This is an optimization exercise on Yosys and OpenROAD, whose aim is a short achievable clock period and few clock cycles, not a production implementation.
Where RTL was checked, it was by simulation tests only, not by an equivalence proof against the original.

==> job 7629 <==
// cr16_core
module cr16_core
       (input wire I_CLK,
        input wire I_NRESET,
        input wire [15:0] I_MEM_DATA,
        input wire [15:0] I_EXT_MEM_DATA,
        output wire [15:0] O_MEM_DATA,
        output wire [15:0] O_MEM_ADDRESS,
        output wire O_MEM_WRITE_ENABLE,
        output wire [15:0] O_EXT_MEM_DATA,
        output wire [15:0] O_EXT_MEM_ADDRESS,
        output wire O_EXT_MEM_WRITE_ENABLE);
Settings: LEC_CHECK=0, CAP_MARGIN=80, CORE_MARGIN=2, CORE_UTILIZATION=40, SLEW_MARGIN=40; clock period 15.0 ns.
standard.sh (not shown) runs the stock make flow with config.mk's settings and CLKGATE_MAP_FILE= SYNTH_SCRIPT=/design/flow/synth_recipe.tcl, a recipe that flattens the netlist after the stock synthesis.
==> flow/flow/run.sh <==
#!/bin/bash
# Layout flow: the standard flow, with the delay cells (clkdlybuf4s*, dlygate4sd*,
# dlymetal6s*) kept out of the layout steps so that buffering and resizing use ordinary buffers.
# The synthesis is the standard one, unchanged. Each step's full output goes to its own log here.
set -euo pipefail
DU="sky130_fd_sc_hd__probe_p_8 sky130_fd_sc_hd__probec_p_8 sky130_fd_sc_hd__lpflow_bleeder_1 sky130_fd_sc_hd__lpflow_clkbufkapwr_1 sky130_fd_sc_hd__lpflow_clkbufkapwr_16 sky130_fd_sc_hd__lpflow_clkbufkapwr_2 sky130_fd_sc_hd__lpflow_clkbufkapwr_4 sky130_fd_sc_hd__lpflow_clkbufkapwr_8 sky130_fd_sc_hd__lpflow_clkinvkapwr_1 sky130_fd_sc_hd__lpflow_clkinvkapwr_16 sky130_fd_sc_hd__lpflow_clkinvkapwr_2 sky130_fd_sc_hd__lpflow_clkinvkapwr_4 sky130_fd_sc_hd__lpflow_clkinvkapwr_8 sky130_fd_sc_hd__lpflow_decapkapwr_12 sky130_fd_sc_hd__lpflow_decapkapwr_3 sky130_fd_sc_hd__lpflow_decapkapwr_4 sky130_fd_sc_hd__lpflow_decapkapwr_6 sky130_fd_sc_hd__lpflow_decapkapwr_8 sky130_fd_sc_hd__lpflow_inputiso0n_1 sky130_fd_sc_hd__lpflow_inputiso0p_1 sky130_fd_sc_hd__lpflow_inputiso1n_1 sky130_fd_sc_hd__lpflow_inputiso1p_1 sky130_fd_sc_hd__lpflow_inputisolatch_1 sky130_fd_sc_hd__lpflow_isobufsrc_1 sky130_fd_sc_hd__lpflow_isobufsrc_16 sky130_fd_sc_hd__lpflow_isobufsrc_2 sky130_fd_sc_hd__lpflow_isobufsrc_4 sky130_fd_sc_hd__lpflow_isobufsrc_8 sky130_fd_sc_hd__lpflow_isobufsrckapwr_16 sky130_fd_sc_hd__lpflow_lsbuf_lh_hl_isowell_tap_1 sky130_fd_sc_hd__lpflow_lsbuf_lh_hl_isowell_tap_2 sky130_fd_sc_hd__lpflow_lsbuf_lh_hl_isowell_tap_4 sky130_fd_sc_hd__lpflow_lsbuf_lh_isowell_4 sky130_fd_sc_hd__lpflow_lsbuf_lh_isowell_tap_1 sky130_fd_sc_hd__lpflow_lsbuf_lh_isowell_tap_2 sky130_fd_sc_hd__lpflow_lsbuf_lh_isowell_tap_4  sky130_fd_sc_hd__clkdlybuf4s15_1 sky130_fd_sc_hd__clkdlybuf4s15_2 sky130_fd_sc_hd__clkdlybuf4s18_1 sky130_fd_sc_hd__clkdlybuf4s18_2 sky130_fd_sc_hd__clkdlybuf4s25_1 sky130_fd_sc_hd__clkdlybuf4s25_2 sky130_fd_sc_hd__clkdlybuf4s50_1 sky130_fd_sc_hd__clkdlybuf4s50_2 sky130_fd_sc_hd__dlygate4sd1_1 sky130_fd_sc_hd__dlygate4sd2_1 sky130_fd_sc_hd__dlygate4sd3_1 sky130_fd_sc_hd__dlymetal6s2s_1 sky130_fd_sc_hd__dlymetal6s4s_1 sky130_fd_sc_hd__dlymetal6s6s_1"
bash standard.sh synth > run_synth.log 2>&1
bash standard.sh "DONT_USE_CELLS=$DU" finish > run_layout.log 2>&1
==> inputs of job 5467, as changes to job 7629 <==
--- a/flow/design.v
+++ b/flow/design.v
@@ -47,26 +47,55 @@
         sm = a ^ b ^ c;
         cy = (a & b) | (a & c) | (b & c);
         csa = {cy[14:0], 1'b0, sm};
     end
 endfunction
+function automatic [63:0] mulcs16(input [15:0] a, input [15:0] b);
+    reg [15:0][15:0] r;
+    reg [31:0] t0, t1, t2, t3, t4, t5, t6, t7, t8, t9, t10, t11;
+    begin
+        r[0] = b[0] ? a << 0 : 16'b0;
+        r[1] = b[1] ? a << 1 : 16'b0;
+        r[2] = b[2] ? a << 2 : 16'b0;
+        r[3] = b[3] ? a << 3 : 16'b0;
+        r[4] = b[4] ? a << 4 : 16'b0;
+        r[5] = b[5] ? a << 5 : 16'b0;
+        r[6] = b[6] ? a << 6 : 16'b0;
+        r[7] = b[7] ? a << 7 : 16'b0;
+        r[8] = b[8] ? a << 8 : 16'b0;
+        r[9] = b[9] ? a << 9 : 16'b0;
+        r[10] = b[10] ? a << 10 : 16'b0;
+        r[11] = b[11] ? a << 11 : 16'b0;
+        r[12] = b[12] ? a << 12 : 16'b0;
+        r[13] = b[13] ? a << 13 : 16'b0;
+        r[14] = b[14] ? a << 14 : 16'b0;
+        r[15] = b[15] ? a << 15 : 16'b0;
+        t0 = csa(r[0], r[1], r[2]);
+        t1 = csa(r[3], r[4], r[5]);
+        t2 = csa(r[6], r[7], r[8]);
+        t3 = csa(r[9], r[10], r[11]);
+        t4 = csa(r[12], r[13], r[14]);
+        t5 = csa(t0[15:0], t0[31:16], t1[15:0]);
+        t6 = csa(t1[31:16], t2[15:0], t2[31:16]);
+        t7 = csa(t3[15:0], t3[31:16], t4[15:0]);
+        t8 = csa(t5[15:0], t5[31:16], t6[15:0]);
+        t9 = csa(t6[31:16], t7[15:0], t7[31:16]);
+        t10 = csa(t8[15:0], t8[31:16], t9[15:0]);
+        t11 = csa(t9[31:16], t4[31:16], r[15]);
+        mulcs16 = {t11[31:16], t11[15:0], t10[31:16], t10[15:0]};
+    end
+endfunction
 function automatic [15:0] add4(input [15:0] a, input [15:0] b, input [15:0] c, input [15:0] d);
     reg [31:0] x, y;
     reg [16:0] r;
     begin
         x = csa(a, b, c);
         y = csa(x[15:0], x[31:16], d);
         r = add16(y[15:0], y[31:16], 1'b0);
         add4 = r[15:0];
     end
 endfunction
-function automatic [15:0] mul4(input [15:0] a, input [3:0] b);
-    begin
-        mul4 = add4(b[0] ? a : 16'b0, b[1] ? a << 1 : 16'b0, b[2] ? a << 2 : 16'b0,
-                    b[3] ? a << 3 : 16'b0);
-    end
-endfunction
 reg [15:0][15:0] rf;      
 reg [4:0] flags;          
 reg [15:0] maddr, mwd;
 reg mwe;
 reg [15:0] xaddr, xwd;
@@ -140,11 +169,11 @@
 reg e_add, e_addc, e_sub, e_not, e_and, e_or, e_xor, e_lsh, e_rsh;
 reg e_alu, e_mul, e_ssf, e_wrd;
 reg e_push, e_call, e_store, e_pop, e_ret, e_load, e_loadx, e_storex, e_bc, e_jc;
 reg m_v;                  
 reg [3:0] m_rd;
-reg [15:0] ma, mb, mp0, mp1, mp2, mp3;
+reg [15:0] ma, mb, mp0, mp1, mp2, mp3;    
 reg wb_v;
 reg [3:0] wb_rd;
 reg [15:0] wb_d;
 wire e_stall = 1'b0;
 wire e_go    = e_v && !e_stall;
@@ -351,27 +380,34 @@
 wire [15:0] r_disp = d_bc ? {{8{ir[7]}}, ir[7:0]} : {{4{ir[11]}}, ir[11:0]};
 wire t_imm = d_bc || d_calld;
 wire [16:0] t8_s = add16({8'b0, r_pc1[7:0]}, {8'b0, ir[7:0]}, 1'b0);
 wire [8:0] t8_lo = t8_s[8:0];
 wire [7:0] p1_hi = r_pc1[15:8];
-wire [7:0] p1_hi_inc = p1_hi + 8'd1;
-wire [7:0] p1_hi_dec = p1_hi - 8'd1;
+wire [15:0] p1_hi_i16 = inc16({8'b0, p1_hi});
+wire [15:0] p1_hi_d16 = ~inc16({8'hFF, ~p1_hi});    
+wire [7:0] p1_hi_inc = p1_hi_i16[7:0];
+wire [7:0] p1_hi_dec = p1_hi_d16[7:0];
 wire [7:0] t8_hi = (ir[7] == t8_lo[8]) ? p1_hi : t8_lo[8] ? p1_hi_inc : p1_hi_dec;
 wire [16:0] t12_s = add16({4'b0, r_pc1[11:0]}, {4'b0, ir[11:0]}, 1'b0);
 wire [12:0] t12_lo = t12_s[12:0];
 wire [3:0] p1_h4 = r_pc1[15:12];
-wire [3:0] t12_hi = (ir[11] == t12_lo[12]) ? p1_h4 : t12_lo[12] ? p1_h4 + 4'd1 : p1_h4 - 4'd1;
+wire [15:0] p1_h4_i16 = inc16({12'b0, p1_h4});
+wire [15:0] p1_h4_d16 = ~inc16({12'hFFF, ~p1_h4});
+wire [3:0] t12_hi = (ir[11] == t12_lo[12]) ? p1_h4 : t12_lo[12] ? p1_h4_i16[3:0] : p1_h4_d16[3:0];
 wire [15:0] r_tgt = d_bc ? {t8_hi, t8_lo[7:0]} : {t12_hi, t12_lo[11:0]};
 wire [15:0] r_ptgt = d_ret ? ras_eff : r_tgt;
 wire [15:0] tgt_d = d_ret ? r_cd : r_tgt;
 wire a_pt = ar_pt;
 wire [15:0] a_ptgt = ar_ptgt;
 wire enq = ar_f && !kill && !rdr;
 wire ar_f_n = rq_f && !kill && !rdr;
 wire [3:0] held = {1'b0, qn} + {3'b0, ir_v};
 wire room = ({2'b0, ar_f} + {2'b0, rq_f} + {1'b0, held}) <= 4'd4;
 wire ir_take = issue || !ir_v;          
+wire [2:0] qn_p1 = {qn[1] & qn[0], qn[1] ^ qn[0], ~qn[0]};           
+wire [2:0] qn_m1 = {1'b0, qn[2] | (qn[1] & qn[0]), ~qn[0]};           
+wire ir_ld = (iv && !r_stall && !e_stall) || !ir_v;
 wire q_deq = ir_take && qn != 3'd0;    
 wire q_enq = enq && !(ir_take && qn == 3'd0);
 integer i;
 always @(posedge I_CLK or negedge I_NRESET) begin
     if (!I_NRESET) begin
@@ -489,14 +525,11 @@
         wb_d  <= e_wd;
         flags <= flags_n;
         m_v  <= e_go && e_mul;
         m_rd <= e_rd;
         if (e_go && e_mul) begin
-            mp0 <= mul4(ma, mb[3:0]);
-            mp1 <= mul4(ma << 4, mb[7:4]);
-            mp2 <= mul4(ma << 8, mb[11:8]);
-            mp3 <= mul4(ma << 12, mb[15:12]);
+            {mp3, mp2, mp1, mp0} <= mulcs16(ma, mb);
         end
         lq_v  <= e_go && (e_pop || e_load || e_loadx);
         lq_c  <= e_chit && !e_loadx;
         lq_cd <= e_cdata;
         la_c  <= lq_c;
@@ -610,29 +643,28 @@
             end
         end
         else begin
             if (q_enq) qt <= {qt[2:0], qt[3]};
             if (q_deq) qh <= {qh[2:0], qh[3]};
-            qn <= q_deq ? (q_enq ? qn : qn - 3'd1) : (q_enq ? qn + 3'd1 : qn);
+            qn <= (q_deq == q_enq) ? qn : q_enq ? qn_p1 : qn_m1;
             if (ir_take) begin
                 ir_v <= qn != 3'd0 || enq;
                 if (qn != 3'd0) begin
-                    ir     <= qh_i;
-                    irpc   <= qh_pc;
-                    r_pc1  <= qh_pc1;
                     irptgt <= qh_ptgt;
                     irpt   <= qh_pt;
                 end
                 else begin
-                    ir     <= I_MEM_DATA;
-                    irpc   <= ar_pc;
-                    r_pc1  <= ar_pc1;
                     irptgt <= a_ptgt;
                     irpt   <= a_pt;
                 end
             end
         end
+        if (ir_ld) begin
+            ir    <= (qn != 3'd0) ? qh_i : I_MEM_DATA;
+            irpc  <= (qn != 3'd0) ? qh_pc : ar_pc;
+            r_pc1 <= (qn != 3'd0) ? qh_pc1 : ar_pc1;
+        end
         if (!e_stall && d_mul) begin
             ma <= opa_e;
             mb <= rb_w;
         end
         if (!e_stall && (d_lsh || d_rsh))
SLEW_MARGIN = 60   (was 40)
==> comparison <==
Between job 7629 and job 5467, the lower via count is in job 5467 (gap 2.3%, measured against job 5467). In job 5467 the fmax is higher than in job 7629, by 3.4%. Between job 7629 and job 5467, the lower core utilization is in job 5467 (gap 0.26 points). Of job 5467 and job 7629, job 7629 has the higher wire length (gap 1.2%, measured against job 7629).
Testbench counts of job 5467, summed over its fixed seeds: cycles 300,005.
Function not checked in job 7629: the RTL went through the layout flow alone.

port drivers added, routing unchanged:
Ports are ideal in the flow. The routed layouts listed here were re-timed in OpenROAD.
Step 1 assumes that a clkbuf_16 drives the clock port and a buf_2 every other input.
Step 2 adds t to the input delays and takes it off the output delays; t is the mean of the earliest and latest rising clock arrival at the registers after step 1. Input paths then give back, and output paths get back, about the clock's delay inside the block.
Slacks: no drivers / after step 1 / after step 2; pairs: no drivers / after step 1.
| run | t, ns | setup WS [ns] | worst data-port slew with drivers (ns) | pins driven straight from the clock port |
|---|---|---|---|---|
| job 7629 | 1.025 | 9.306 / 9.306 / 9.222 | 0.21 | 1 |
| job 5467 | 0.997 | 9.494 / 9.494 / 9.387 | 0.18 | 1 |
After both steps setup and hold are still met in every run listed. For job 5467, which loses most, drivers alone change the setup slack by 0.000 ns; drivers and shift together by -0.107 ns. Setup slack includes reset recovery checks.
